Source: an optimization exercise on an open RTL-to-GDS flow (aim: small area, a short achievable clock period and few clock cycles per item). Production flows keep margins and buffers that such runs may drop.
In this exercise RTL edits were held to simulation tests only and were not proved equivalent to the original.

File: flow/config.mk
export PLATFORM = sky130hd
export DESIGN_NAME = RSA_Encryptor
export DESIGN_NICKNAME = RSA_Encryptor
export VERILOG_FILES = /design/flow/design.v
export SDC_FILE = /design/flow/constraint.sdc
export NUM_CORES = 4
export LEC_CHECK = 0
export CAP_MARGIN = 20
export CORE_MARGIN = 2
export CORE_UTILIZATION = 40
export SLEW_MARGIN = 20
File: flow/constraint.sdc
create_clock -name core_clock -period 10.0 [get_ports {clk}]
set_input_delay 2.0000 -clock core_clock [delete_from_list [all_inputs] [get_ports {clk}]]
set_output_delay 2.0000 -clock core_clock [all_outputs]
set_load 0.01 [all_outputs]
File: flow/design.v
module cpa66(a, b, ci, s);
input  [65:0] a;
input  [65:0] b;
input         ci;
output [65:0] s;
wire [65:0] p = a ^ b;
wire [65:0] g = a & b;
wire [65:0] G0 = {g[65:1], g[0] | (p[0] & ci)};
wire [65:0] P0 = p;
wire [65:0] G1 = {G0[65:1] | (P0[65:1] & G0[64:0]), G0[0:0]};
wire [65:0] P1 = {P0[65:1] & P0[64:0], P0[0:0]};
wire [65:0] G2 = {G1[65:2] | (P1[65:2] & G1[63:0]), G1[1:0]};
wire [65:0] P2 = {P1[65:2] & P1[63:0], P1[1:0]};
wire [65:0] G3 = {G2[65:4] | (P2[65:4] & G2[61:0]), G2[3:0]};
wire [65:0] P3 = {P2[65:4] & P2[61:0], P2[3:0]};
wire [65:0] G4 = {G3[65:8] | (P3[65:8] & G3[57:0]), G3[7:0]};
wire [65:0] P4 = {P3[65:8] & P3[57:0], P3[7:0]};
wire [65:0] G5 = {G4[65:16] | (P4[65:16] & G4[49:0]), G4[15:0]};
wire [65:0] P5 = {P4[65:16] & P4[49:0], P4[15:0]};
wire [65:0] G6 = {G5[65:32] | (P5[65:32] & G5[33:0]), G5[31:0]};
wire [65:0] P6 = {P5[65:32] & P5[33:0], P5[31:0]};
wire [65:0] G7 = {G6[65:64] | (P6[65:64] & G6[1:0]), G6[63:0]};
wire [65:0] P7 = {P6[65:64] & P6[1:0], P6[63:0]};
assign s = p ^ {G7[64:0], ci};
endmodule
module mont_step(S, C, v, k, a, abn, B, N, So, Co, ko, vo);
input  [65:0] S;
input  [65:0] C;
input  [2:0]  v;
input         k;
input  [2:0]  a;
input  [2:0]  abn;
input  [64:0] B;
input  [63:0] N;
output [65:0] So;
output [65:0] Co;
output        ko;
output [2:0]  vo;
wire [2:0] fs = S[2:0] ^ C[2:0] ^ v;
wire [2:0] fc = (S[2:0] & C[2:0]) | (S[2:0] & v) | (C[2:0] & v);
wire [2:0] u;
assign u[0] = fs[0];
assign u[1] = fs[1] ^ fc[0];
assign u[2] = fs[2] ^ fc[1] ^ (fs[1] & fc[0]);
wire [2:0] mn = {~N[2], ~N[1], 1'b1};	 
wire [2:0] q;
assign q[0] = u[0];
assign q[1] = u[1] ^ (mn[1] & u[0]);
assign q[2] = u[2] ^ (mn[1] & u[1]) ^ (mn[2] & u[0]) ^ (u[1] & mn[1] & u[0]);
wire [68:0] p0 = a[0] ? {4'b0, B} : 69'd0;
wire [68:0] p1 = {(a[1] ? {3'b0, B} : 68'd0), k};
wire [68:0] p2 = {(a[2] ? {2'b0, B} : 67'd0), 2'b0};
wire [68:0] r0 = q[0] ? {5'b0, N} : 69'd0;
wire [68:0] r1 = {(q[1] ? {4'b0, N} : 68'd0), 1'b0};
wire [68:0] r2 = {(q[2] ? {3'b0, N} : 67'd0), 2'b0};
wire [68:0] s0 = {3'b0, S};
wire [68:0] c0 = {3'b0, C};
wire [68:0] s1 = s0 ^ c0 ^ p0;
wire [68:0] c1 = {((s0 & c0) | (s0 & p0) | (c0 & p0)), 1'b0};
wire [68:0] s2 = s1 ^ c1 ^ p1;
wire [68:0] c2 = {((s1 & c1) | (s1 & p1) | (c1 & p1)), 1'b0};
wire [68:0] s3 = s2 ^ c2 ^ p2;
wire [68:0] c3 = {((s2 & c2) | (s2 & p2) | (c2 & p2)), 1'b0};
wire [68:0] s4 = r0 ^ r1 ^ r2;
wire [68:0] c4 = {((r0 & r1) | (r0 & r2) | (r1 & r2)), 1'b0};
wire [68:0] s5 = s3 ^ c3 ^ s4;
wire [68:0] c5 = {((s3 & c3) | (s3 & s4) | (c3 & s4)), 1'b0};
wire [68:0] s6 = s5 ^ c5 ^ c4;
wire [68:0] c6 = {((s5 & c5) | (s5 & c4) | (c5 & c4)), 1'b0};
assign So = s6[68:3];
assign Co = c6[68:3];
assign ko = |{s6[2:0], c6[2:1]};
wire [2:0] abn1 = abn + 3'd1;
assign vo = ko ? abn1 : abn;
endmodule
module RSA_Encryptor(private_key, public_key, message_val, clk, start, rst, cal_done, cal_val);
	input 	[63:0] 	private_key;	 
	input 	[63:0] 	public_key;		 
	input 	[63:0] 	message_val;	 
	input 			clk;
	input 			start;
	input 			rst;
	output	reg		cal_done;
	output	[63:0]	cal_val;
	localparam IDLE  = 3'd0;
	localparam SETUP = 3'd1;	 
	localparam DIV   = 3'd2;	 
	localparam MUL   = 3'd3;	 
	localparam CPA   = 3'd4;	 
	localparam FIX   = 3'd5;	 
	localparam M_SQ  = 2'd0;	 
	localparam M_MX  = 2'd1;	 
	localparam M_FIN = 2'd2;	 
	reg [2:0]  state;
	reg [1:0]  mode;
	reg        first;		 
	reg [7:0]  cnt;
	reg [6:0]  ecnt;		 
	reg [63:0] N;
	reg [63:0] E;
	reg [64:0] X;			 
	reg [64:0] A;			 
	reg [65:0] S;			 
	reg [65:0] C;
	reg        k;			 
	reg [2:0]  v;			 
	assign cal_val = A[63:0];
	reg [2:0]  ad;			 
	reg        idle;
	wire [65:0] cpa;
	cpa66 u_cpa(.a(S), .b(C), .ci(k), .s(cpa));
	wire [65:0] Sn, Cn;
	wire        kn;
	wire [2:0]  vn;
	wire [2:0]  dnext;
	wire [2:0]  abn = dnext * A[2:0];
	mont_step u_step(.S(S), .C(C), .v(v), .k(k), .a(ad), .abn(abn), .B(A), .N(N),
	                 .So(Sn), .Co(Cn), .ko(kn), .vo(vn));
	wire        ok  = ~cpa[65];
	wire [64:0] rem = ok ? cpa[64:0] : S[64:0];
	wire        ez  = ~|E;
	wire        divbit = ez ? (cnt == 8'd63) : (cnt[7:6] == 2'b00 && X[~cnt[5:0]]);
	wire [68:0] dsrc = (mode == M_MX) ? {4'b0, X} : {4'b0, A};
	assign      dnext = (mode == M_FIN) ? 3'd0 : dsrc[3*cnt[4:0]+3 +: 3];
	wire        nmx  = mode == M_SQ && E[63] && !first;
	wire        nfin = !nmx && ecnt <= 7'd1;
	wire [2:0]  d0   = nmx ? X[2:0] : (nfin ? 3'd1 : cpa[2:0]);
	wire [2:0]  ab0  = d0 * cpa[2:0];
	wire eshift = (state == SETUP || state == DIV) && !E[63] && ecnt != 7'd0;
	always @(posedge clk or posedge rst)
	begin
		if (rst)
		begin
			state    <= IDLE;
			idle     <= 1'b1;
			cal_done <= 1'b0;
		end
		else
		begin
			cal_done <= 1'b0;
			idle     <= 1'b0;
			case (state)
			IDLE:  if (start) state <= SETUP;
			       else idle <= 1'b1;
			SETUP: state <= DIV;
			DIV:   if (cnt == 8'd129) state <= CPA;
			MUL:   if (cnt == 8'd21) state <= CPA;
			CPA:   if (mode == M_FIN && !first) state <= FIX;
			       else state <= MUL;
			FIX:   begin
				cal_done <= 1'b1;
				idle     <= 1'b1;
				state    <= IDLE;
			end
			default: state <= IDLE;
			endcase
		end
	end
	always @(posedge clk)
	begin
		case (state)
		MUL:     begin S <= Sn; C <= Cn; k <= kn; end
		DIV:     begin
			S <= {rem, divbit};
			if (cnt == 8'd129) begin C <= 66'd0; k <= 1'b0; end
			else begin C <= {2'b11, ~N}; k <= 1'b1; end
		end
		SETUP:   begin S <= (N[63] && !ez) ? {3'b0, X[63:1]} : 66'd0; C <= {2'b11, ~N}; k <= 1'b1; end
		default: begin S <= 66'd0; C <= 66'd0; k <= 1'b0; end
		endcase
		if (idle)
		begin
			E    <= private_key;
			ecnt <= 7'd64;
		end
		else if (eshift)
		begin
			E    <= {E[62:0], 1'b0};
			ecnt <= ecnt - 7'd1;
		end
		else if (state == CPA && !(mode == M_FIN && !first) && !nmx && !nfin)
		begin
			E    <= {E[62:0], 1'b0};
			ecnt <= ecnt - 7'd1;
		end
		if (idle) N <= public_key;
		if (idle) X <= {1'b0, message_val};
		else if (state == CPA && first) X <= cpa[64:0];
		if (state == CPA) A <= cpa[64:0];
		else if (state == FIX) A <= (A == {1'b0, N}) ? 65'd0 : A;
		case (state)
		SETUP: cnt <= N[63] ? 8'd63 : 8'd0;
		DIV:   cnt <= cnt + 8'd1;
		MUL:   cnt <= cnt + 8'd1;
		default: cnt <= 8'd0;
		endcase
		if (state == DIV) first <= 1'b1;
		else if (state == CPA) first <= 1'b0;
		if (state == MUL)
		begin
			ad  <= dnext;
			v   <= vn;
		end
		else if (state == CPA)
		begin
			ad   <= d0;
			v    <= ab0;
			mode <= nmx ? M_MX : (nfin ? M_FIN : M_SQ);
		end
	end
endmodule
File: flow/flow/run.sh
#!/bin/bash
# Layout flow: the standard layout (standard.sh, unchanged synthesis),
# with two repair settings changed:
#  - the input and output ports are buffered with buf_2 cells instead of the
#    default pick, a slow delay buffer;
#  - repair_timing aims for SETUP_SLACK_MARGIN ns of extra setup slack.
# The clock period and all constraints are the standard flow's.
set -euo pipefail
MARGIN=6.5
bash standard.sh "BUFFER_PORTS_ARGS=-buffer_cell sky130_fd_sc_hd__buf_2" \
	"SETUP_SLACK_MARGIN=${MARGIN}" finish > standard.log 2>&1
File: flow/standard.sh
#!/bin/bash
# synth_recipe.tcl (not shown) runs the flow's synth.tcl, then flattens the netlist and writes it again
# the make line also repeats each setting of config.mk as NAME=value (left out here)
make -C /OpenROAD-flow-scripts/flow DESIGN_CONFIG=/design/flow/config.mk WORK_HOME=/design/flow/orfs CLKGATE_MAP_FILE= SYNTH_SCRIPT=/design/flow/synth_recipe.tcl "${@:-finish}"
==> flow_metrics.py, run 1 <==
metrics = {
    "floorplan": {
        "initial_core_util_pct": 40.4,
        "core-area_um2": 83800,
        "fp.dieH_um": 295,
        "die_w_um": 295,
        "ios": 260,
        "fp.dieArea_um2": 87100,
        "num_rows": 106,
    },
    "detailed_routing": {
        "drtPass1Iterations": 6,
        "route.detailed.drc": 0,
        "drt_first_iter_violations": 2241,
        "routed_wl_mm": 116,
        "detail_route.wl_per_cell_um": 25.1,
        "vias": 25900,
        "vias_per_cell": 5.60,
        "ant_nets": 0,
    },
    "setup_path": {
        "cp_max_fo": 6,
        "timing.rr.end": "S[52]$_DFF_P_",
        "slowest_stage": "fa_1",
        "required_ps": 10510,
        "r2r_cells": 22,
        "regToRegSetupSlack_ps": 5410,
        "critPathTopFamily": "adder cells",
        "max_stage_delay_ps": 540,
        "startpoint_type": "flip-flop",
        "crit_path_frequent_cell": "buf_6",
        "reg2reg_from": "C[1]$_DFF_P_",
        "critical_path_class": "reg2reg",
        "cp.arrival_ps": 5100,
        "cp-end-kind": "flip-flop",
        "worstPathCellList": "inv_2 > fa_1 > inv_2 > ha_4 > nor3b_4 > a21oi_4 > xnor2_4 > buf_6 > buf_6 > buf_6 > buf_12 > buf_6 > buf_12 > buf_16 > buf_6 > nand2_2 > fa_1 > fa_2 > fa_2 > nor2_1 > a21oi_1 > o211ai_2",
        "crit_buf_inv": 10,
    },
    "synth": {
        "syn_area_per_cell_um2": 10.5,
        "ys_async_sr_fraction_pct": 1.19,
        "synthesis.nets": 3896,
        "synth_edf_count": 265,
        "postSynthCellCount": 3230,
        "ys.flop_type": "edfxtp_1",
        "mappedNetlistArea_um2": 33900,
        "yosysWarnings": 1,
        "ys_seq_elements": 420,
        "ys_seq_area_share_pct": 32.7,
        "synth_cell_types": 83,
    },
    "flow_run": {
        "maxCapViolCount": 0,
    },
    "timing": {
        "holdWs_ps": 516,
        "rsz0062_at_grt": "yes",
        "fin_crit_ps": 4590,
        "fmax_ghz": 0.218,
        "slew_headroom_pct": 20.2,
        "setup_violations": 0,
        "finalHoldViolCount": 0,
        "setup_tns_ps": 0,
        "layout_setup_ws_ps": 5410,
        "finalCritPeriodShare_pct": 45.9,
        "finalClockSkew_ps": 14.1,
        "final_max_slew_viol_count": 0,
        "worstMarginPinSlew_ps": 1200,
    },
    "clock_network": {
        "numCtsBuffers": 52,
        "htree_levels": 2,
        "cts_root_buf": "clkbuf_16",
        "clock_latency_ps": 630,
        "clock_sinks": 420,
        "cts_buffer_depth": 3,
        "hold_buffers": 0,
        "cts_tree": "done",
        "clk_pin_slew_ps": 60,
    },
    "placed_design": {
        "gp_congestion": 0.951,
        "io_buffers": 259,
        "dp_slack_ps": 4960,
        "dp_hpwl_mm": 81.4,
    },
    "hold_path": {
        "min_to": "ecnt[1]$_SDFFE_PP0P_",
        "hold_path_class": "reg2reg",
        "min_from": "ecnt[1]$_SDFFE_PP0P_",
        "min_path_cells": 2,
    },
    "layout": {
        "num-nets-final": 4118,
        "syn2layout_area_growth_pct": 19.7,
        "mostFrequentLayoutCell": "nand2_1",
        "final_cell_mix": "nand2_1, inv_1, fa_1",
        "fin_util_pct": 48.4,
        "drive_gt1_share_pct": 28.4,
    },
    "global_routing": {
        "antenna_found_initial": 4,
        "grt_first_pass_wirelength_mm": 172,
        "globalRouteOverflowTotal": 0,
        "grt_max_degree": 155,
        "grt_usage_pct": 26.6,
        "first_global_vias": 26700,
    },
    "outcome": {
        "status": "no timing/DRC/antenna violations",
    },
}
-- cells by family after synthesis --
kind of cell | count (synthesis) | share of synthesized area [%]
AO/OA/AOI/OAI | 500 | 9.93
XOR/XNOR | 145 | 3.81
adder cells (fa/ha/maj) | 471 | 26.0
buffers and inverters | 600 | 7.61
flip-flops | 420 | 32.7
multiplexers | 180 | 7.68
AND/OR/NAND/NOR | 914 | 12.2
-- flip-flops by register name, indices dropped and copies added (netlist names) --
signal,flops
A,65
C,66
E,64
N,64
S,66
X,65
ad,3
cal_done,1
cnt,8
ecnt,7
first,1
idle,1
k,1
mode,2
state,3
v,3
-- synth_stat cells (7+ instances only) --
| master | count | area (µm²) |
|---|---|---|
| mux2_4 | 16 | 240 |
| a211oi_1 | 10 | 75.1 |
| nand3_1 | 28 | 140 |
| nand2b_1 | 11 | 68.8 |
| mux4_2 | 51 | 1150 |
| nand2_1 | 477 | 1790 |
| o221ai_2 | 15 | 225 |
| buf_4 | 64 | 480 |
| ha_1 | 82 | 1030 |
| nor4_1 | 30 | 188 |
| o21ai_1 | 25 | 125 |
| dfxtp_1 | 150 | 3000 |
| fa_1 | 389 | 7790 |
| a31oi_1 | 10 | 62.6 |
| xnor2_1 | 88 | 771 |
| o22ai_1 | 63 | 394 |
| inv_1 | 378 | 1420 |
| nor2_1 | 157 | 589 |
| o211ai_2 | 10 | 125 |
| o211ai_1 | 10 | 75.1 |
| mux2_2 | 67 | 754 |
| o21bai_1 | 13 | 97.6 |
| o221ai_1 | 28 | 245 |
| clkbuf_1 | 130 | 488 |
| and3_1 | 7 | 43.8 |
| nor3_1 | 17 | 85.1 |
| nand3_2 | 9 | 90.1 |
| xor2_1 | 55 | 482 |
| nand4_1 | 36 | 225 |
| a21o_1 | 41 | 308 |
| mux2i_1 | 46 | 460 |
| and2_1 | 107 | 669 |
| buf_2 | 14 | 70.1 |
| o21a_1 | 13 | 97.6 |
| nor2b_1 | 12 | 75.1 |
| edfxtp_1 | 265 | 7960 |
| a21oi_1 | 101 | 505 |
| buf_6 | 9 | 101 |
| o21ai_0 | 107 | 536 |
-- worst min-delay path, delay by kind of cell (launching register included) --
family / cells / cell delay [ps]
AND/OR/NAND/NOR: 1 / 100
AO/OA/AOI/OAI: 1 / 50
flip-flops: 1 / 320
-- per-layer routing --
layer | up-vias | GRT usage [%] | share of wire (%)
met2 | 1151 | 44.0 | 47
met3 | 262 | 4.89 | 8.6
met1 | 13200 | 35.1 | 40
met5 | - | 0 | 0.058
li1 | 11300 | - | -
met4 | 6 | 9.38 | 4.3
-- layout make-up --
cell class	instances	area, µm²
Timing Repair Buffer	388	2840
Tap cell	1134	1420
Clock buffer	69	1430
Sequential cell	420	11100
Inverter	380	1430
Fill cell	7768	43300
Antenna cell	1	2.50
Multi-Input combinational cell	2210	21900
Clock inverter	29	393
-- through the flow --
step	std cells	area [µm²]
floorplan	3230	34000
global placement	4430	35800
finish	4631	40500
CTS	4591	39100
detailed placement	4430	35800
global route	4631	40500
-- timing repair --
action,CTS,global route
setup buffers,55,38
endpoints found under the setup margin,253,248
cloned,8,1
gates resized for setup,170,295
pin swaps,149,240
-- worst max-delay path by stage --
stage                 startpoint        endpoint  slack [ps]  cells past startpoint
CTS                 C[1]$_DFF_P_  v[2]$_DFFE_PP_        5520                     19
floorplan           S[1]$_DFF_P_  v[2]$_DFFE_PP_        5330                     20
global route        C[1]$_DFF_P_  v[2]$_DFFE_PP_        5320                     19
global placement    C[0]$_DFF_P_   S[56]$_DFF_P_        5070                     14
finish              C[1]$_DFF_P_   S[52]$_DFF_P_        5410                     22
detailed placement  C[0]$_DFF_P_   S[49]$_DFF_P_        4960                     14
Testbench counts, summed over its fixed seeds: cycles 71,074, items 32.
==> run 2, diff against run 1 <==
==> flow/flow/run.sh (replaced) <==
#!/bin/bash
# Layout flow: the standard layout (standard.sh, unchanged synthesis),
# with two repair settings changed:
#  - the input and output ports are buffered with buf_2 cells instead of the
#    default pick, a slow delay buffer;
set -euo pipefail
bash standard.sh "BUFFER_PORTS_ARGS=-buffer_cell sky130_fd_sc_hd__buf_2" \
	"SETUP_SLACK_MARGIN=7" \
	finish > standard.log 2>&1
--- a/flow/config.mk
+++ b/flow/config.mk
@@ -9,3 +9,4 @@
 export CORE_MARGIN = 2
-export CORE_UTILIZATION = 40
+export CORE_UTILIZATION = 70
 export SLEW_MARGIN = 20
+export TNS_END_PERCENT = 5
==> run 2 against run 1 <==
  * First-iteration DRC count up 39%
  * Critical endpoint is now X[63]$_DFFE_PP_
==> flow_metrics.py, run 2 <==
metrics = {
    "placed_design": {
        "gp_congestion": 1.03,
        "dp_hpwl_mm": 74.2,
        "io_buffers": 259,
    },
    "global_routing": {
        "grt_first_pass_wirelength_mm": 161,
        "use_met1_pct": 56.5,
        "grt_max_degree": 187,
        "use_met3_pct": 11.8,
        "first_global_vias": 27700,
        "grt-busiest-layer": "met2",
        "antenna_found_initial": 8,
        "globalRouteOverflowTotal": 0,
        "grt_usage_pct": 43.0,
        "met2_usage_pct": 65.9,
    },
    "synth": {
        "ys_async_sr_fraction_pct": 1.19,
        "ys.flop_type": "edfxtp_1",
        "mappedNetlistArea_um2": 33900,
        "postSynthCellCount": 3230,
        "yosysTopAreaCellShare_pct": 23.5,
        "ys_seq_elements": 420,
        "netlist_top_cells_area": "edfxtp_1, fa_1, dfxtp_1, nand2_1, inv_1",
        "synth_cell_types": 83,
        "post-synth-top-count-cell": "nand2_1",
        "syn_area_per_cell_um2": 10.5,
        "synthesis.nets": 3896,
        "yosysWarnings": 1,
        "synth_edf_count": 265,
        "ys_seq_area_share_pct": 32.7,
        "synth_top_area_cell": "edfxtp_1",
        "yosys-top-cells-count": "nand2_1, fa_1, inv_1",
    },
    "hold_path": {
        "min_from": "S[64]$_DFF_P_",
        "min_to": "S[65]$_DFF_P_",
        "min_path_cells": 2,
        "hold_path_class": "reg2reg",
    },
    "clock_network": {
        "cts_buffer_depth": 3,
        "cts_tree": "done",
        "clock_sinks": 420,
        "cts_root_buf": "clkbuf_16",
        "clk_pin_slew_ps": 70,
        "numCtsBuffers": 48,
        "htree_levels": 2,
        "clock_latency_ps": 620,
    },
    "setup_path": {
        "cp_max_fo": 6,
        "regToRegSetupSlack_ps": 5420,
        "critical_path_class": "reg2reg",
        "startpoint_type": "flip-flop",
        "reg2reg_from": "S[2]$_DFF_P_",
        "r2r_cells": 11,
        "critPathTopFamily": "compound AO/OA/AOI/OAI gates",
        "slowest_stage": "nor4_1",
        "worstPathCellList": "ha_1 > nand3_1 > o21bai_1 > nor2_1 > o31a_1 > o31ai_2 > a21o_1 > a21oi_1 > nor4b_1 > nor4_1 > o21ai_1",
        "cp.arrival_ps": 4910,
        "required_ps": 10330,
        "cp-end-kind": "flip-flop",
        "timing.rr.end": "X[63]$_DFFE_PP_",
        "max_stage_delay_ps": 870,
        "crit_buf_inv": 0,
    },
    "detailed_routing": {
        "vias_per_cell": 6.63,
        "detail_route.wl_per_cell_um": 26.8,
        "routed_wl_mm": 109,
        "drtPass1Iterations": 6,
        "vias": 26900,
        "ant_nets": 0,
        "route.detailed.drc": 0,
        "drt_first_iter_violations": 3115,
    },
    "timing": {
        "holdWs_ps": 505,
        "finalHoldViolCount": 0,
        "setup_tns_ps": 0,
        "fmax_ghz": 0.218,
        "worstMarginPinSlew_ps": 1330,
        "finalCritPeriodShare_pct": 45.8,
        "fin_crit_ps": 4580,
        "final_max_slew_viol_count": 0,
        "rsz0062_at_grt": "yes",
        "slew_headroom_pct": 10.3,
        "setup_violations": 0,
        "finalClockSkew_ps": 20.9,
    },
    "floorplan": {
        "num_rows": 80,
        "ios": 260,
        "die_w_um": 224,
        "fp.dieArea_um2": 50200,
        "initial_core_util_pct": 71.0,
        "fp.dieH_um": 224,
        "core-area_um2": 47700,
    },
    "flow_run": {
        "maxCapViolCount": 0,
    },
    "outcome": {
        "status": "no timing/DRC/antenna violations",
    },
    "layout": {
        "num-nets-final": 4070,
        "largest_registers": "C: 66 flops, S: 66 flops",
        "syn2layout_area_growth_pct": 11.7,
        "final_cell_mix": "nand2_1, fa_1, inv_1",
        "drive_gt1_share_pct": 19.9,
        "mostFrequentLayoutCell": "nand2_1",
    },
}
[run 2: cell counts after synthesis]
Identical to the previous run, type by type.
[run 2: kinds of logic after synthesis]
kind of cell | count (synthesis) | synth area share, %
and+or+nand+nor | 914 | 12.2
buffers and inverters | 600 | 7.61
AOI/OAI and AO/OA | 500 | 9.93
adders and majority gates | 471 | 26.0
DFF | 420 | 32.7
muxes | 180 | 7.68
xor gates and xnor gates | 145 | 3.81
[run 2: per-stage QoR]
| stage | util, % | std cells | setup WS (ps) | instance area (µm²) |
|---|---|---|---|---|
| after global routing | 79.3 | 4060 | 5310 | 37900 |
| after detailed placement | 73.6 | 3907 | 4940 | 35200 |
| after CTS | 77.3 | 4008 | 5430 | 36900 |
| after global placement | 73.6 | 3907 | 5050 | 35200 |
| after floorplan | - | 3230 | 5330 | 34000 |
| final | 79.3 | 4062 | 5420 | 37900 |
[run 2: final cells by class]
| class | instances | area, µm² |
|---|---|---|
| flip-flops and latches | 420 | 11100 |
| clock buffers | 66 | 1290 |
| clock inverters | 24 | 233 |
| multi-input cells | 2210 | 20800 |
| repair buffers | 344 | 2210 |
| fillers | 3023 | 9890 |
| well taps | 615 | 769 |
| diodes | 3 | 7.51 |
| inverters | 380 | 1430 |
[run 2: tightest hold or removal path, cell delays in order (launching register included)]
cell and delay, ps:
dfxtp_1 340, nand3_1 80, o21ai_1 60
[run 2: routing by layer]
metal  up-vias  part of all wire, %  wire, µm
met5         -                0.046        50
met4         8                  6.1      6670
met3       472                   13     14600
met2      2042                   45     48800
met1     13200                   35     38600
li1      11200                    -         -
[run 2: worst max-delay path by stage]
stage,cells after the start,slack (ps),start,end
finish,11,5420,S[2]$_DFF_P_,X[63]$_DFFE_PP_
global route,19,5310,C[1]$_DFF_P_,v[2]$_DFFE_PP_
CTS,19,5430,C[1]$_DFF_P_,v[2]$_DFFE_PP_
detailed placement,17,4940,S[1]$_DFF_P_,S[59]$_DFF_P_
global placement,17,5050,S[1]$_DFF_P_,S[60]$_DFF_P_
floorplan,20,5330,S[1]$_DFF_P_,v[2]$_DFFE_PP_
[run 2: repair_timing]
| item | CTS | global route |
|---|---|---|
| buffers inserted | 9 | 45 |
| pin swaps | 8 | 48 |
| gates resized for setup | 19 | 108 |
| hold buffers | 0 | 0 |
| gates cloned | 2 | 5 |
| endpoints found under the setup margin | 407 | 433 |
==> run 3, diff against run 2 <==
--- a/flow/flow/run.sh
+++ b/flow/flow/run.sh
@@ -7,3 +7,3 @@
 bash standard.sh "BUFFER_PORTS_ARGS=-buffer_cell sky130_fd_sc_hd__buf_2" \
-	"SETUP_SLACK_MARGIN=7" \
+	"SETUP_SLACK_MARGIN=6" \
 	finish > standard.log 2>&1
==> run 3 against run 2 <==
  * Still clean
  * Die area is the same
  * Worst hold slack gained 7.3 ps
  * Via count shrank 0.28%
  * Utilization shrank 0.83 points
  * Global-route usage grew 1.6 points
  * Synthesized cell count is the same
==> flow_metrics.py, run 3 <==
metrics = {
    "clock_network": {
        "hold_buffers": 0,
        "cts_buffer_depth": 3,
        "clk_pin_slew_ps": 60,
        "htree_levels": 2,
        "cts_root_buf": "clkbuf_16",
        "cts_tree": "done",
        "numCtsBuffers": 47,
        "clock_latency_ps": 630,
        "clock_sinks": 420,
    },
    "detailed_routing": {
        "drtPass1Iterations": 6,
        "vias": 26800,
        "route.detailed.drc": 0,
        "vias_per_cell": 6.65,
        "drt_first_iter_violations": 3727,
        "routed_wl_mm": 110,
        "detail_route.wl_per_cell_um": 27.4,
        "ant_nets": 0,
    },
    "synth": {
        "postSynthCellCount": 3230,
        "synth_xor_area_share_pct": 3.81,
        "synth_compound_area_share_pct": 9.93,
        "yosys.area_share.simple_pct": 12.2,
        "yosys-top-cells-count": "nand2_1, fa_1, inv_1",
        "synth_top_area_cell": "edfxtp_1",
        "synth_edf_count": 265,
        "synthesis.nets": 3896,
        "ys.flop_type": "edfxtp_1",
        "netlist_top_cells_area": "edfxtp_1, fa_1, dfxtp_1, nand2_1, inv_1",
        "mappedNetlistArea_um2": 33900,
        "syn_area_per_cell_um2": 10.5,
        "post-synth-top-count-cell": "nand2_1",
        "ys_seq_area_share_pct": 32.7,
        "ys_seq_elements": 420,
        "yosys.area_share.adder_pct": 26.0,
        "yosysWarnings": 1,
        "ys_async_sr_fraction_pct": 1.19,
        "synthMuxAreaShare_pct": 7.68,
        "synth_cell_types": 83,
        "synth_top_family_by_area": "adder cells",
        "yosysTopAreaCellShare_pct": 23.5,
    },
    "layout": {
        "drive_gt1_share_pct": 18.1,
        "mostFrequentLayoutCell": "nand2_1",
        "final_cell_mix": "nand2_1, fa_1, inv_1",
        "num-nets-final": 4044,
        "final_area_um2": 37500,
        "syn2layout_area_growth_pct": 10.5,
        "largest_registers": "C: 66 flops, S: 66 flops",
    },
    "floorplan": {
        "num_rows": 80,
        "fp.dieH_um": 224,
        "die_w_um": 224,
        "initial_core_util_pct": 71.0,
        "fp.dieArea_um2": 50200,
        "core-area_um2": 47700,
        "ios": 260,
    },
    "global_routing": {
        "grt_first_pass_wirelength_mm": 166,
        "grt_max_degree": 88,
        "globalRouteOverflowTotal": 0,
        "antenna_found_initial": 6,
        "first_global_vias": 27700,
        "grt_usage_pct": 44.6,
    },
    "setup_path": {
        "cp-end-kind": "flip-flop",
        "required_ps": 10340,
        "startpoint_type": "flip-flop",
        "critical_path_class": "reg2reg",
        "cp.arrival_ps": 4910,
        "cp_max_fo": 33,
    },
    "hold_path": {
        "hold_path_class": "reg2reg",
    },
    "placed_design": {
        "dp_hpwl_mm": 75.4,
        "io_buffers": 259,
        "place_area_um2": 35200,
        "gp_congestion": 0.972,
    },
    "timing": {
        "fin_crit_ps": 4570,
        "finalCritPeriodShare_pct": 45.7,
        "fmax_ghz": 0.219,
        "slew_headroom_pct": 24.9,
        "setup_tns_ps": 0,
        "worstMarginPinSlew_ps": 1130,
        "finalHoldViolCount": 0,
        "rsz0062_at_grt": "yes",
        "setup_violations": 0,
        "finalClockSkew_ps": 26.8,
        "final_max_slew_viol_count": 0,
    },
    "flow_run": {
        "maxCapViolCount": 0,
    },
    "outcome": {
        "status": "no timing/DRC/antenna violations",
    },
}
run 3: cell count changes in the layout (fill, tap and decap cells not counted), sizes merged:
cell / before / now
buf: 341 / 314
clkbuf: 69 / 61
bufbuf: 0 / 4
diode: 3 / 2
bufinv: 3 / 7
run 3: final timing paths:
kind | start | endpoint | slack (ps) | cells after the start
worst max-delay path | mode[1]$_SDFFCE_PP0P_ | v[2]$_DFFE_PP_ | 5430 | 14
worst min-delay path | ecnt[1]$_SDFFE_PP0P_ | ecnt[1]$_SDFFE_PP0P_ | 510 | 2
worst max register to register | mode[1]$_SDFFCE_PP0P_ | v[2]$_DFFE_PP_ | 5430 | 14
worst min register to register | ecnt[1]$_SDFFE_PP0P_ | ecnt[1]$_SDFFE_PP0P_ | 510 | 2
max in group asynchronous | rst | idle$_DFF_PP1_ | 8500 | 2
min in group asynchronous | rst | cal_done$_DFF_PP0_ | 1260 | 2
run 3: layout make-up:
cell class / instances / area (µm²)
clock inverters: 28 / 354
repair buffers: 319 / 2020
flip-flops and latches: 420 / 11100
clock buffers: 60 / 1260
well taps: 615 / 769
multi-input cells: 2210 / 20500
fillers: 3070 / 10300
inverters: 380 / 1430
diodes: 2 / 5.00
run 3: cell families (layout without fill, tap and decap cells):
group,after synthesis,count (layout)
muxes,180,180
other,0,2
adders and majority gates,471,471
DFF,420,420
buffers and inverters,600,787
AOI/OAI and AO/OA,500,500
xor gates and xnor gates,145,145
and+or+nand+nor,914,914
run 3: timing repair:
action	in CTS	in global routing
resized for setup	27	20
gates cloned	7	0
setup endpoints to repair	157	168
pin swaps	13	10
buffers inserted	13	10
endpoints found under the hold margin	0	0
run 3: per-stage QoR:
| step | setup WS, ps | utilization, % | instances | hold WS [ps] |
|---|---|---|---|---|
| global route | 5310 | 78.5 | 4033 | 544 |
| floorplan | 5260 | - | 3230 | 456 |
| CTS | 5360 | 78.1 | 4021 | 517 |
| finish | 5430 | 78.5 | 4034 | 512 |
| global placement | 4910 | 73.7 | 3912 | 494 |
| detailed placement | 4680 | 73.7 | 3913 | 509 |
run 3: per-layer routing:
| metal | part of all wire (%) | vias up | global-route usage [%] |
|---|---|---|---|
| met5 | 0.034 | - | 0 |
| met3 | 13 | 497 | 13.4 |
| met2 | 44 | 1986 | 67.1 |
| met4 | 6.9 | 6 | 26.6 |
| li1 | - | 11100 | - |
| met1 | 35 | 13200 | 57.7 |
run 3: worst max-delay path, stage by stage (launching register included):
cell      delay [ps]
edfxtp_1         500
nor2b_4          140
buf_4            590
mux4_2           580
mux4_2           490
o22ai_1          460
a211oi_1         190
and2_1           210
ha_1             290
ha_1             220
nand2b_4          80
xnor2_2          110
xnor3_1          240
nor2_1           100
a21oi_1           60
==> run 4, diff against run 3 <==
--- a/flow/flow/run.sh
+++ b/flow/flow/run.sh
@@ -7,3 +7,3 @@
 bash standard.sh "BUFFER_PORTS_ARGS=-buffer_cell sky130_fd_sc_hd__buf_2" \
-	"SETUP_SLACK_MARGIN=6" \
+	"SETUP_SLACK_MARGIN=6.5" \
 	finish > standard.log 2>&1
==> run 4 against run 3 <==
  * Synthesized cell count stayed put
  * Flip-flop and latch count stayed put
  * Fmax is 0.24% higher
  * Non-clock buffer count is 7 higher
  * Still clean
  * Setup slack better by 11 ps
  * Utilization hardly changed
  * Highest routed layer unchanged
  * Global-route usage is 1.6 points lower
==> flow_metrics.py, run 4 <==
metrics = {
    "timing": {
        "fin_crit_ps": 4560,
        "final_max_slew_viol_count": 0,
        "setup_tns_ps": 0,
        "fmax_ghz": 0.219,
        "rsz0062_at_grt": "yes",
        "worstMarginPinSlew_ps": 1120,
        "slew_headroom_pct": 24.5,
        "finalClockSkew_ps": 18.4,
        "finalCritPeriodShare_pct": 45.6,
        "setup_violations": 0,
        "finalHoldViolCount": 0,
    },
    "synth": {
        "ys_async_sr_fraction_pct": 1.19,
        "ys_seq_elements": 420,
        "yosys-top-cells-count": "nand2_1, fa_1, inv_1",
        "yosysTopAreaCellShare_pct": 23.5,
        "syn_area_per_cell_um2": 10.5,
        "synth_edf_count": 265,
        "ys.flop_type": "edfxtp_1",
        "post-synth-top-count-cell": "nand2_1",
        "ys_seq_area_share_pct": 32.7,
        "synthesis.nets": 3896,
        "yosysWarnings": 1,
        "postSynthCellCount": 3230,
        "synth_top_area_cell": "edfxtp_1",
        "mappedNetlistArea_um2": 33900,
        "netlist_top_cells_area": "edfxtp_1, fa_1, dfxtp_1, nand2_1, inv_1",
        "synth_cell_types": 83,
    },
    "hold_path": {
        "hold_path_class": "reg2reg",
        "min_from": "S[64]$_DFF_P_",
    },
    "setup_path": {
        "startpoint_type": "flip-flop",
        "max_stage_delay_ps": 560,
        "required_ps": 10470,
        "cp_max_fo": 8,
        "crit_path_frequent_cell": "fa_1",
        "critical_path_class": "reg2reg",
        "cp.arrival_ps": 5030,
        "regToRegSetupSlack_ps": 5440,
        "crit_start": "C[1]$_DFF_P_",
        "crit_buf_inv": 8,
        "cp-end-kind": "flip-flop",
        "reg2reg_from": "C[1]$_DFF_P_",
        "slowest_stage": "fa_1",
        "worstPathCellList": "inv_2 > fa_1 > inv_2 > ha_4 > xnor2_4 > xnor2_2 > xnor2_4 > buf_4 > buf_8 > buf_16 > buf_12 > nand2_1 > fa_1 > inv_1 > fa_1 > inv_1 > fa_1 > nor2_1 > a21oi_1 > o211ai_1",
        "critPathTopFamily": "adder cells",
    },
    "clock_network": {
        "clock_sinks": 420,
        "htree_levels": 2,
        "numCtsBuffers": 48,
        "cts_root_buf": "clkbuf_16",
        "clock_latency_ps": 620,
        "cts_buffer_depth": 3,
        "clk_pin_slew_ps": 70,
        "cts_tree": "done",
        "hold_buffers": 0,
    },
    "floorplan": {
        "num_rows": 80,
        "core-area_um2": 47700,
        "fp.dieArea_um2": 50200,
        "fp.dieH_um": 224,
        "initial_core_util_pct": 71.0,
        "ios": 260,
        "die_w_um": 224,
    },
    "layout": {
        "num-nets-final": 4052,
        "largest_registers": "C: 66 flops, S: 66 flops",
        "drive_gt1_share_pct": 18.6,
        "n_fill_cell": 3077,
        "fin_util_pct": 78.5,
        "syn2layout_area_growth_pct": 10.6,
        "final_cell_mix": "nand2_1, fa_1, inv_1",
        "final_area_um2": 37500,
        "mostFrequentLayoutCell": "nand2_1",
    },
    "detailed_routing": {
        "ant_nets": 0,
        "drt_first_iter_violations": 2990,
        "vias_per_cell": 6.60,
        "route.detailed.drc": 0,
        "vias": 26700,
        "drtPass1Iterations": 6,
        "routed_wl_mm": 106,
        "detail_route.wl_per_cell_um": 26.3,
    },
    "global_routing": {
        "globalRouteOverflowTotal": 0,
        "grt_usage_pct": 43.0,
        "antenna_found_initial": 7,
        "grt_first_pass_wirelength_mm": 161,
        "grt_max_degree": 187,
        "first_global_vias": 27700,
    },
    "outcome": {
        "status": "no timing/DRC/antenna violations",
    },
    "flow_run": {
        "maxCapViolCount": 0,
    },
    "placed_design": {
        "place_area_um2": 35200,
        "dp_hpwl_mm": 74.2,
        "gp_congestion": 1.03,
        "io_buffers": 259,
    },
}
[run 4: cell count changes in the layout (fill, tap and decap cells not counted), moves of 3 or more]
cell / before / now
o21ai_1: 25 / 29
clkbuf_1: 9 / 16
buf_6: 1 / 9
xor2_1: 55 / 52
bufbuf_16: 4 / 1
bufinv_16: 7 / 3
o21ai_0: 106 / 99
clkinv_2: 5 / 9
xnor2_1: 81 / 78
xnor2_2: 5 / 8
a21oi_1: 100 / 97
clkinv_1: 9 / 6
buf_4: 42 / 48
[run 4: metal layers]
| layer | track usage (%) | up-vias | wire length, µm |
|---|---|---|---|
| met5 | 0 | - | 36 |
| met4 | 23.6 | 6 | 6800 |
| met3 | 11.6 | 432 | 13600 |
| met2 | 65.5 | 1925 | 47600 |
| met1 | 56.7 | 13200 | 38300 |
| li1 | - | 11100 | - |
[run 4: cell families (layout without fill, tap and decap cells)]
family                     after synthesis  in the layout  synth area share [%]
adders and majority gates              471            471                  26.0
DFF                                    420            420                  32.7
buffers and inverters                  600            796                  7.61
muxes                                  180            180                  7.68
and+or+nand+nor                        914            914                  12.2
AOI/OAI and AO/OA                      500            500                  9.93
xor gates and xnor gates               145            145                  3.81
other                                    0              3                     0
[run 4: worst min-delay path, stage by stage, from the launching register on]
cell	delay [ps]
dfxtp_1	350
nand3_1	80
o21ai_1	60
[run 4: final cells by class]
class	instances	area [µm²]	share of cell area [%]
Antenna cell	3	7.51	0.0200
Tap cell	615	769	2.05
Timing Repair Buffer	326	1990	5.30
Clock buffer	66	1290	3.44
Sequential cell	420	11100	29.6
Clock inverter	24	233	0.621
Inverter	380	1430	3.81
Multi-Input combinational cell	2210	20700	55.1
[run 4: worst paths after layout]
kind	to	depth (start not counted)
min reg2reg	S[65]$_DFF_P_	2
max reg2reg	S[57]$_DFF_P_	20
min in group asynchronous	cal_done$_DFF_PP0_	2
min	S[65]$_DFF_P_	2
max in group asynchronous	idle$_DFF_PP1_	2
max	S[57]$_DFF_P_	20
[run 4: timing repair]
| item | in CTS | in global routing |
|---|---|---|
| pin swaps | 8 | 24 |
| endpoints found under the setup margin | 247 | 325 |
| buffers inserted | 9 | 32 |
| hold endpoints to repair | 0 | 0 |
| gates resized for setup | 18 | 58 |
| cloned | 2 | 0 |
[run 4: per-stage QoR]
step	cells	setup slack [ps]	hold slack, ps
finish	4044	5440	513
global route	4042	5310	531
CTS	4008	5430	514
detailed placement	3907	4940	509
global placement	3907	5050	492
floorplan	3230	5330	456
==> run 5, diff against run 4 <==
--- a/flow/config.mk
+++ b/flow/config.mk
@@ -9,4 +9,4 @@
 export CORE_MARGIN = 2
-export CORE_UTILIZATION = 70
+export CORE_UTILIZATION = 78
 export SLEW_MARGIN = 20
-export TNS_END_PERCENT = 5
+export TNS_END_PERCENT = 2
==> run 5 against run 4 <==
  * Critical path depth fell by 9
  * Via count is 5.2% higher
  * Critical path type unchanged
  * Worst hold slack better by 2.9 ps
  * Routed wire length increased by 6.4%
==> flow_metrics.py, run 5 <==
metrics = {
    "flow_run": {
        "maxCapViolCount": 0,
    },
    "global_routing": {
        "grt_max_degree": 114,
        "antenna_found_initial": 8,
        "globalRouteOverflowTotal": 0,
        "grt_first_pass_wirelength_mm": 167,
        "first_global_vias": 29000,
        "grt_usage_pct": 50.3,
    },
    "placed_design": {
        "dp_hpwl_mm": 73.0,
        "gp_congestion": 1.02,
        "io_buffers": 259,
    },
    "detailed_routing": {
        "vias": 28100,
        "ant_nets": 0,
        "drt_first_iter_violations": 4188,
        "drtPass1Iterations": 6,
        "routed_wl_mm": 113,
        "vias_per_cell": 7.01,
        "detail_route.wl_per_cell_um": 28.3,
        "route.detailed.drc": 0,
    },
    "setup_path": {
        "max_stage_delay_ps": 960,
        "critical_path_class": "reg2reg",
        "required_ps": 10320,
        "startpoint_type": "flip-flop",
        "critPathTopFamily": "compound AO/OA/AOI/OAI gates",
        "path_depth": 11,
        "cp_max_fo": 6,
        "crit_buf_inv": 0,
        "crit_path_frequent_cell": "nor2_1",
        "worstPathCellList": "ha_1 > nand3_1 > o21bai_1 > nor2_1 > o31a_1 > o31ai_2 > a21o_1 > a21oi_1 > nor4b_1 > nor4_1 > nor2_1",
        "cp-end-kind": "flip-flop",
        "cp.arrival_ps": 5000,
        "r2r_cells": 11,
        "slowest_stage": "nor4_1",
    },
    "clock_network": {
        "numCtsBuffers": 47,
        "hold_buffers": 0,
        "cts_buffer_depth": 3,
        "clk_pin_slew_ps": 60,
        "cts_tree": "done",
        "htree_levels": 2,
        "cts_root_buf": "clkbuf_16",
        "clock_sinks": 420,
        "clock_latency_ps": 640,
    },
    "synth": {
        "ys_seq_area_share_pct": 32.7,
        "postSynthCellCount": 3230,
        "synth_top_area_cell": "edfxtp_1",
        "synth_cell_types": 83,
        "yosysTopAreaCellShare_pct": 23.5,
        "yosys-top-cells-count": "nand2_1, fa_1, inv_1",
        "mappedNetlistArea_um2": 33900,
        "synth_edf_count": 265,
        "netlist_top_cells_area": "edfxtp_1, fa_1, dfxtp_1, nand2_1, inv_1",
        "post-synth-top-count-cell": "nand2_1",
        "ys_async_sr_fraction_pct": 1.19,
        "ys_seq_elements": 420,
        "yosysWarnings": 1,
        "synthesis.nets": 3896,
        "syn_area_per_cell_um2": 10.5,
        "ys.flop_type": "edfxtp_1",
    },
    "timing": {
        "final_max_slew_viol_count": 0,
        "rsz0062_at_grt": "yes",
        "finalClockSkew_ps": 33.5,
        "slew_headroom_pct": 14.0,
        "fmax_ghz": 0.214,
        "setup_violations": 0,
        "setup_tns_ps": 0,
        "finalHoldViolCount": 0,
        "fin_crit_ps": 4680,
        "worstMarginPinSlew_ps": 1280,
        "finalCritPeriodShare_pct": 46.8,
    },
    "floorplan": {
        "fp.dieArea_um2": 45100,
        "fp.dieH_um": 212,
        "initial_core_util_pct": 78.8,
        "die_w_um": 212,
        "core-area_um2": 43000,
        "ios": 260,
        "num_rows": 76,
    },
    "layout": {
        "fin_util_pct": 87.3,
        "n_fill_cell": 2094,
        "drive_gt1_share_pct": 18.2,
        "mostFrequentLayoutCell": "nand2_1",
        "final_cell_mix": "nand2_1, fa_1, inv_1",
        "multi_input_area_um2": 20500,
        "seqCellArea_um2": 11100,
        "syn2layout_area_growth_pct": 10.7,
        "largest_registers": "C: 66 flops, S: 66 flops",
        "num-nets-final": 4041,
    },
    "outcome": {
        "status": "no timing/DRC/antenna violations",
    },
    "hold_path": {
        "min_path_cells": 2,
        "hold_path_class": "reg2reg",
    },
}
## run 5: cell families (layout without fill, tap and decap cells)
family / count (synthesis) / after routing / share of synthesized area, %
fa+ha+maj: 471 / 471 / 26.0
buf+inv: 600 / 784 / 7.61
mux: 180 / 180 / 7.68
flops: 420 / 420 / 32.7
other cells: 0 / 6 / 0
simple gates: 914 / 914 / 12.2
xor+xnor: 145 / 145 / 3.81
compound gates: 500 / 500 / 9.93
## run 5: path summary, 6_finish.rpt
check                      slack, ps                    to                  from
max reg2reg                     5320   A[63]$_SDFFCE_PP0P_          S[2]$_DFF_P_
min in group asynchronous       1260  state[0]$_DFFE_PP0P_                   rst
min reg2reg                      520  ecnt[1]$_SDFFE_PP0P_  ecnt[1]$_SDFFE_PP0P_
min                              520  ecnt[1]$_SDFFE_PP0P_  ecnt[1]$_SDFFE_PP0P_
max                             5320   A[63]$_SDFFCE_PP0P_          S[2]$_DFF_P_
max in group asynchronous       8480        idle$_DFF_PP1_                   rst
## run 5: worst register-to-register path: stages, from the launching register on
cell and delay (ps):
dfxtp_1 360, ha_1 620, nand3_1 150, o21bai_1 210, nor2_1 130, o31a_1 390
o31ai_2 690, a21o_1 310, a21oi_1 190, nor4b_1 190, nor4_1 960, nor2_1 170
## run 5: layer usage
layer / up-vias / share of wire (%) / global-route usage [%]
li1: 11100 / - / -
met1: 13500 / 32 / 61.1
met2: 2723 / 44 / 74.9
met3: 739 / 15 / 17.2
met4: 6 / 9.0 / 37.3
met5: - / 0.034 / 0
## run 5: stage by stage
step / setup WS [ps] / instance area (µm²) / hold WS (ps) / std cells
detailed placement: 4980 / 35100 / 509 / 3880
finish: 5320 / 37500 / 516 / 4005
floorplan: 5330 / 34000 / 456 / 3230
CTS: 5350 / 37100 / 526 / 3981
global placement: 5130 / 35100 / 494 / 3880
global route: 5240 / 37500 / 541 / 4003
## run 5: repair_timing
action	CTS	global route
cloned	4	2
pin swaps	8	15
buffers inserted	9	14
setup endpoints to repair	291	307
gates resized for setup	18	36
## run 5: area by class of cell
cell class	instances	share of cell area, %
tap	585	1.95
sequential	420	29.6
inverter	380	3.80
antenna	6	0.0400
multi-input combinational	2210	54.7
clock inverter	24	0.947
clock buffer	64	3.55
timing repair buffer	316	5.35
==> run 6, diff against run 5 <==
--- a/flow/config.mk
+++ b/flow/config.mk
@@ -9,4 +9,4 @@
 export CORE_MARGIN = 2
-export CORE_UTILIZATION = 78
+export CORE_UTILIZATION = 55
 export SLEW_MARGIN = 20
-export TNS_END_PERCENT = 2
+export TNS_END_PERCENT = 10
==> run 6 against run 5 <==
  * Cell area is 3.0% higher
  * Critical path depth increased by 8
  * Sequential share of layout area is 0.87 points lower
  * Global-route usage shrank 13 points
  * Non-clock buffer count increased by 41
  * Utilization fell by 23 points
  * Clock-buffer cell count rose by 10
  * Worst hold slack got worse by 0.74 ps
  * Register-to-register slack improved by 80 ps
  * Cell count is 6.1% higher
==> flow_metrics.py, run 6 <==
metrics = {
    "synth": {
        "yosys.area_share.adder_pct": 26.0,
        "ys_seq_elements": 420,
        "ys_seq_area_share_pct": 32.7,
        "yosysTopAreaCellShare_pct": 23.5,
        "ys.flop_type": "edfxtp_1",
        "synth_compound_area_share_pct": 9.93,
        "netlist_top_cells_area": "edfxtp_1, fa_1, dfxtp_1, nand2_1, inv_1",
        "ys_async_sr_fraction_pct": 1.19,
        "post-synth-top-count-cell": "nand2_1",
        "synth_xor_area_share_pct": 3.81,
        "synthesis.nets": 3896,
        "synthMuxAreaShare_pct": 7.68,
        "synth_cell_types": 83,
        "yosysWarnings": 1,
        "synth_top_family_by_area": "adder cells",
        "postSynthCellCount": 3230,
        "yosys-top-cells-count": "nand2_1, fa_1, inv_1",
        "synth_edf_count": 265,
        "mappedNetlistArea_um2": 33900,
        "synth_top_area_cell": "edfxtp_1",
        "yosys.area_share.simple_pct": 12.2,
        "syn_area_per_cell_um2": 10.5,
    },
    "setup_path": {
        "critical_path_class": "reg2reg",
        "crit_buf_inv": 4,
        "cp_max_fo": 2,
        "max_stage_delay_ps": 550,
        "worstPathCellList": "inv_2 > fa_1 > inv_2 > ha_4 > nor3b_4 > a21oi_4 > xnor2_4 > nand2_4 > fa_1 > inv_1 > fa_1 > inv_2 > fa_1 > nor4b_4 > nand2b_4 > xnor2_2 > xnor3_1 > nor2_1 > a21oi_1",
        "critPathTopFamily": "adder cells",
        "crit_path_frequent_cell": "fa_1",
        "cp-end-kind": "flip-flop",
        "slowest_stage": "fa_1",
        "required_ps": 10340,
        "startpoint_type": "flip-flop",
        "cp.arrival_ps": 4940,
    },
    "global_routing": {
        "antenna_found_initial": 5,
        "grt_usage_pct": 36.8,
        "grt_first_pass_wirelength_mm": 173,
        "grt_max_degree": 94,
        "globalRouteOverflowTotal": 0,
        "first_global_vias": 27100,
    },
    "detailed_routing": {
        "vias_per_cell": 6.17,
        "routed_wl_mm": 115,
        "ant_nets": 0,
        "drtPass1Iterations": 6,
        "route.detailed.drc": 0,
        "drt_first_iter_violations": 2632,
        "detail_route.wl_per_cell_um": 27.2,
        "vias": 26200,
    },
    "timing": {
        "worstMarginPinSlew_ps": 1130,
        "finalClockSkew_ps": 17.0,
        "fmax_ghz": 0.217,
        "final_max_slew_viol_count": 0,
        "fin_crit_ps": 4600,
        "finalHoldViolCount": 0,
        "setup_violations": 0,
        "finalCritPeriodShare_pct": 46.0,
        "setup_tns_ps": 0,
        "rsz0062_at_grt": "yes",
        "slew_headroom_pct": 24.6,
    },
    "placed_design": {
        "io_buffers": 259,
        "gp_congestion": 0.928,
        "dp_hpwl_mm": 79.2,
    },
    "clock_network": {
        "clock_latency_ps": 630,
        "cts_tree": "done",
        "clock_sinks": 420,
        "numCtsBuffers": 51,
        "cts_root_buf": "clkbuf_16",
        "htree_levels": 2,
        "cts_buffer_depth": 3,
        "clk_pin_slew_ps": 60,
    },
    "floorplan": {
        "core-area_um2": 60600,
        "die_w_um": 252,
        "fp.dieH_um": 252,
        "ios": 260,
        "initial_core_util_pct": 55.9,
        "fp.dieArea_um2": 63600,
        "num_rows": 90,
    },
    "layout": {
        "seqCellArea_um2": 11100,
        "mostFrequentLayoutCell": "nand2_1",
        "largest_registers": "C: 66 flops, S: 66 flops",
        "n_fill_cell": 5045,
        "num-nets-final": 4086,
        "final_cell_mix": "nand2_1, fa_1, inv_1",
        "syn2layout_area_growth_pct": 14.0,
        "multi_input_area_um2": 20800,
        "drive_gt1_share_pct": 21.1,
    },
    "hold_path": {
        "hold_path_class": "reg2reg",
    },
    "outcome": {
        "status": "no timing/DRC/antenna violations",
    },
    "flow_run": {
        "maxCapViolCount": 0,
    },
}
[run 6: cell counts after synthesis]
Identical to the previous run, type by type.
[run 6: area by class of cell]
cell class                      instances  share of cell area, %
Inverter                              380                   3.69
Sequential cell                       420                   28.7
Antenna cell                            3                 0.0194
Clock inverter                         22                  0.583
Multi-Input combinational cell       2210                   53.9
Timing Repair Buffer                  357                   6.63
Tap cell                              782                   2.53
Clock buffer                           74                   3.95
[run 6: repair_timing]
action | 4_1_cts | 5_1_grt
pin swaps | 101 | 82
endpoints found under the setup margin | 252 | 358
endpoints found under the hold margin | 0 | 0
resized for setup | 93 | 63
hold buffers | 0 | 0
setup buffers | 39 | 20
cloned | 11 | 0
[run 6: per-layer routing]
| layer | part of all wire (%) | up-vias | global-route usage (%) |
|---|---|---|---|
| met2 | 46 | 1411 | 58.2 |
| met5 | 0.011 | - | 0 |
| met1 | 39 | 13300 | 48.4 |
| li1 | - | 11200 | - |
| met3 | 9.8 | 317 | 8.53 |
| met4 | 5.4 | 2 | 17.4 |
[run 6: worst min-delay path: cells and delay by family, from the launching register on]
kind               cells  cell delay (ps)
and+or+nand+nor        1               60
DFF                    1              370
AOI/OAI and AO/OA      1               60
[run 6: logic make-up (layout without fill, tap and decap cells)]
group                      Yosys count  after routing
and+or+nand+nor                    914            914
other                                0              3
DFF                                420            420
xor gates and xnor gates           145            145
AOI/OAI and AO/OA                  500            500
buffers and inverters              600            833
adders and majority gates          471            471
muxes                              180            180
[run 6: worst paths after layout]
path / slack (ps) / to / from / cells after the start
setup / recovery: 5400 / v[2]$_DFFE_PP_ / C[1]$_DFF_P_ / 19
hold / removal: 520 / S[30]$_DFF_P_ / X[31]$_DFFE_PP_ / 2
setup reg to reg: 5400 / v[2]$_DFFE_PP_ / C[1]$_DFF_P_ / 19
hold reg to reg: 520 / S[30]$_DFF_P_ / X[31]$_DFFE_PP_ / 2
max in group asynchronous: 8480 / idle$_DFF_PP1_ / rst / 2
min in group asynchronous: 1270 / state[0]$_DFFE_PP0P_ / rst / 2
[run 6: metrics by stage]
step / hold slack, ps / setup slack (ps) / cells / instance area [µm²] / utilization, %
after floorplan: 456 / 5330 / 3230 / 34000 / -
after global placement: 495 / 4680 / 4079 / 35400 / 58.4
after detailed placement: 504 / 4540 / 4079 / 35400 / 58.4
after CTS: 509 / 5410 / 4225 / 38200 / 63.0
after global routing: 529 / 5250 / 4246 / 38600 / 63.8
final: 515 / 5400 / 4248 / 38600 / 63.8
==> run 7, diff against run 6 <==
--- a/flow/design.v
+++ b/flow/design.v
@@ -25,6 +25,7 @@
 endmodule
-module mont_step(S, C, v, k, a, abn, B, N, So, Co, ko, vo);
+module mont_step(S, C, fs, fc, k, a, abn, B, N, So, Co, ko, fso, fco);
 input  [65:0] S;
 input  [65:0] C;
-input  [2:0]  v;
+input  [2:0]  fs;
+input  [1:0]  fc;
 input         k;
@@ -37,9 +38,10 @@
 output        ko;
-output [2:0]  vo;
-wire [2:0] fs = S[2:0] ^ C[2:0] ^ v;
-wire [2:0] fc = (S[2:0] & C[2:0]) | (S[2:0] & v) | (C[2:0] & v);
+output [2:0]  fso;
+output [1:0]  fco;
+wire       uc1 = fs[0] & k;
+wire       uc2 = (fs[1] & fc[0]) | (fs[1] & uc1) | (fc[0] & uc1);
 wire [2:0] u;
-assign u[0] = fs[0];
-assign u[1] = fs[1] ^ fc[0];
-assign u[2] = fs[2] ^ fc[1] ^ (fs[1] & fc[0]);
+assign u[0] = fs[0] ^ k;
+assign u[1] = fs[1] ^ fc[0] ^ uc1;
+assign u[2] = fs[2] ^ fc[1] ^ uc2;
 wire [2:0] mn = {~N[2], ~N[1], 1'b1};	 
@@ -72,4 +74,5 @@
 assign ko = |{s6[2:0], c6[2:1]};
-wire [2:0] abn1 = abn + 3'd1;
-assign vo = ko ? abn1 : abn;
+assign fso = s6[5:3] ^ c6[5:3] ^ abn;
+wire [2:0] fcw = (s6[5:3] & c6[5:3]) | (s6[5:3] & abn) | (c6[5:3] & abn);
+assign fco = fcw[1:0];
 endmodule
@@ -105,3 +108,4 @@
 	reg        k;			 
-	reg [2:0]  v;			 
+	reg [2:0]  fs;			 
+	reg [1:0]  fc;
 	assign cal_val = A[63:0];
@@ -113,7 +117,8 @@
 	wire        kn;
-	wire [2:0]  vn;
+	wire [2:0]  fsn;
+	wire [1:0]  fcn;
 	wire [2:0]  dnext;
 	wire [2:0]  abn = dnext * A[2:0];
-	mont_step u_step(.S(S), .C(C), .v(v), .k(k), .a(ad), .abn(abn), .B(A), .N(N),
-	                 .So(Sn), .Co(Cn), .ko(kn), .vo(vn));
+	mont_step u_step(.S(S), .C(C), .fs(fs), .fc(fc), .k(k), .a(ad), .abn(abn), .B(A), .N(N),
+	                 .So(Sn), .Co(Cn), .ko(kn), .fso(fsn), .fco(fcn));
 	wire        ok  = ~cpa[65];
@@ -201,3 +206,4 @@
 			ad  <= dnext;
-			v   <= vn;
+			fs  <= fsn;
+			fc  <= fcn;
 		end
@@ -206,3 +212,4 @@
 			ad   <= d0;
-			v    <= ab0;
+			fs   <= ab0;
+			fc   <= 2'd0;
 			mode <= nmx ? M_MX : (nfin ? M_FIN : M_SQ);
--- a/flow/config.mk
+++ b/flow/config.mk
@@ -9,4 +9,4 @@
 export CORE_MARGIN = 2
-export CORE_UTILIZATION = 55
+export CORE_UTILIZATION = 70
 export SLEW_MARGIN = 20
-export TNS_END_PERCENT = 10
+export TNS_END_PERCENT = 5
==> run 7 against run 6 <==
  * Routed wire length up 1.4%
  * First-iteration DRC count is 59% higher
  * Worst hold slack improved by 16 ps
  * Critical path type unchanged
  * Highest routed layer unchanged
  * Setup slack better by 110 ps
  * Still clean on timing, DRC and antenna
  * Cell count is 1.8% lower
  * Global-route usage rose by 9.9 points
  * Die area fell by 21%
  * Cell area decreased by 2.2%
==> flow_metrics.py, run 7 <==
metrics = {
    "setup_path": {
        "required_ps": 10310,
        "startpoint_type": "flip-flop",
        "cp_max_fo": 4,
        "critical_path_class": "reg2reg",
        "regToRegSetupSlack_ps": 5510,
        "cp-end-kind": "flip-flop",
    },
    "synth": {
        "ys_seq_elements": 422,
        "post-synth-top-count-cell": "nand2_1",
        "ys_async_sr_fraction_pct": 1.18,
        "yosysTopAreaCellShare_pct": 23.5,
        "netlist_top_cells_area": "edfxtp_1, fa_1, dfxtp_1, nand2_1, inv_1",
        "syn_area_per_cell_um2": 10.1,
        "synth_edf_count": 267,
        "synthesis.nets": 4043,
        "yosys-top-cells-count": "nand2_1, inv_1, fa_1",
        "yosysWarnings": 1,
        "postSynthCellCount": 3377,
        "ys_seq_area_share_pct": 32.7,
    },
    "detailed_routing": {
        "detail_route.wl_per_cell_um": 28.1,
        "route.detailed.drc": 0,
        "vias": 28500,
        "ant_nets": 0,
        "routed_wl_mm": 117,
    },
    "layout": {
        "n_fill_cell": 3118,
        "num-nets-final": 4176,
        "largest_registers": "C: 66 flops, S: 66 flops",
        "drive_gt1_share_pct": 16.6,
        "seqCellArea_um2": 11200,
        "multi_input_area_um2": 20500,
        "final_cell_mix": "nand2_1, inv_1, fa_1",
        "syn2layout_area_growth_pct": 10.8,
    },
    "timing": {
        "finalClockSkew_ps": 21.6,
        "rsz0062_at_grt": "yes",
        "slew_headroom_pct": 18.8,
        "layout_setup_ws_ps": 5510,
        "finalHoldViolCount": 0,
        "finalCritPeriodShare_pct": 44.9,
        "holdWs_ps": 531,
        "final_max_slew_viol_count": 0,
        "worstMarginPinSlew_ps": 1220,
    },
    "outcome": {
        "status": "no timing/DRC/antenna violations",
    },
    "global_routing": {
        "grt_max_degree": 93,
        "first_global_vias": 29100,
        "grt_usage_pct": 46.7,
        "globalRouteOverflowTotal": 0,
        "grt_first_pass_wirelength_mm": 174,
    },
    "clock_network": {
        "htree_levels": 2,
        "clock_sinks": 422,
        "cts_tree": "done",
        "cts_buffer_depth": 3,
        "clk_pin_slew_ps": 70,
        "cts_root_buf": "clkbuf_16",
        "clock_latency_ps": 630,
    },
    "floorplan": {
        "fp.dieArea_um2": 50500,
        "num_rows": 80,
        "core-area_um2": 47900,
        "fp.dieH_um": 225,
        "die_w_um": 225,
        "ios": 260,
    },
    "placed_design": {
        "dp_hpwl_mm": 78.2,
        "gp_congestion": 0.997,
        "dp_slack_ps": 4480,
        "io_buffers": 259,
    },
}
## run 7: changes by cell type after synthesis, moves of 26 or more
cell | before | now
o21ai_0 | 107 | 193
inv_1 | 378 | 437
xnor2_1 | 88 | 55
mux2i_1 | 46 | 20
nand3_1 | 28 | 59
nor3_1 | 17 | 43
a311o_1 | 1 | 30
## run 7: final cells by class
class                      instances  share of cell area [%]
antenna                            9                  0.0596
clock buffer                      58                    3.30
clock inverter                    30                   0.910
inverter                         437                    4.34
multi-input combinational       2285                    54.1
sequential                       422                    29.5
tap                              615                    2.04
timing repair buffer             316                    5.74
## run 7: final timing paths
| kind | from | to | cells past startpoint |
|---|---|---|---|
| max in group asynchronous | rst | idle$_DFF_PP1_ | 2 |
| max reg2reg | fs[0]$_DFFE_PP_ | fs[2]$_DFFE_PP_ | 19 |
| min | state[1]$_DFFE_PP0P_ | idle$_DFF_PP1_ | 1 |
| max | fs[0]$_DFFE_PP_ | fs[2]$_DFFE_PP_ | 19 |
| min reg2reg | state[1]$_DFFE_PP0P_ | idle$_DFF_PP1_ | 1 |
| min in group asynchronous | rst | state[0]$_DFFE_PP0P_ | 2 |
## run 7: critical path: stages, from the launching register on
cell      delay, ps
edfxtp_1        430
ha_4            170
inv_2            30
fa_2            590
nor2_4           60
o21ai_4         210
xnor2_4         150
buf_6           120
buf_12          110
buf_12          100
nand2_4          40
fa_1            490
inv_2            40
fa_1            520
fa_2            470
xnor2_2         180
xnor2_2         150
xnor2_1         130
nor2_1          120
a21oi_1          70
## run 7: kinds of logic (layout without fill, tap and decap cells)
group | count (synthesis) | count (layout) | share of synthesized area, %
AOI/OAI and AO/OA | 551 | 551 | 10.2
xor gates and xnor gates | 125 | 125 | 3.23
adders and majority gates | 471 | 471 | 25.8
buffers and inverters | 670 | 841 | 8.32
DFF | 422 | 422 | 32.7
muxes | 138 | 138 | 6.13
other | 0 | 9 | 0
and+or+nand+nor | 1000 | 1000 | 13.7
## run 7: metrics by stage
stage / instance area (µm²) / std cells / util, %
6_report: 37800 / 4172 / 78.8
5_1_grt: 37800 / 4165 / 78.8
4_1_cts: 37500 / 4153 / 78.2
3_5_place_dp: 35300 / 4042 / 73.6
3_3_place_gp: 35300 / 4042 / 73.6
2_1_floorplan: 34200 / 3377 / -
## run 7: routing by layer
metal	global-route usage (%)	part of all wire (%)	wire, µm	vias to the layer above
li1	-	-	-	11600
met1	57.3	33	38400	13800
met2	69.3	44	51400	2395
met3	14.4	15	17100	698
met4	36.1	8.7	10200	6
met5	0	0.028	33	-
## run 7: what timing repair did
item,CTS,global route
hold buffers,0,0
gates resized for setup,48,42
endpoints found under the setup margin,338,421
pin swaps,28,30
buffers inserted,14,5
endpoints found under the hold margin,0,0
cloned,9,4
Testbench counts of run 7, summed over its fixed seeds: cycles 71,074, items 32.

## static timing again, ports no longer ideal
How much do the figures lean on ideal ports? The routed layouts below were timed once more, with nothing changed but the port constraints. Step 1 (the two cells are an assumption about what drives the block):
set clk [get_ports {clk}]
set_driving_cell -lib_cell sky130_fd_sc_hd__clkbuf_16 $clk
set_driving_cell -lib_cell sky130_fd_sc_hd__buf_2 [delete_from_list [all_inputs] $clk]
Step 2 also shifts input and output timing later by t, the mid clock arrival at the registers, as if the neighbouring blocks saw the same clock. a / b / c = no drivers / after step 1 / after step 2; a / b = the first two.
run	t, ns	setup WS [ns]	hold WS [ns]	worst setup path after step 2
run 1	0.693	5.409 / 5.409 / 5.409	0.516 / 0.516 / 0.516	register to register
run 2	0.673	5.420 / 5.420 / 5.420	0.505 / 0.505 / 0.505	register to register
run 3	0.678	5.426 / 5.426 / 5.426	0.512 / 0.512 / 0.512	register to register
run 4	0.667	5.437 / 5.437 / 5.437	0.513 / 0.513 / 0.513	register to register
run 5	0.688	5.320 / 5.320 / 5.320	0.516 / 0.516 / 0.516	register to register
run 6	0.693	5.396 / 5.396 / 5.396	0.515 / 0.515 / 0.515	register to register
run 7	0.678	5.505 / 5.505 / 5.505	0.531 / 0.531 / 0.531	register to register
After both steps every run listed still meets setup and hold.
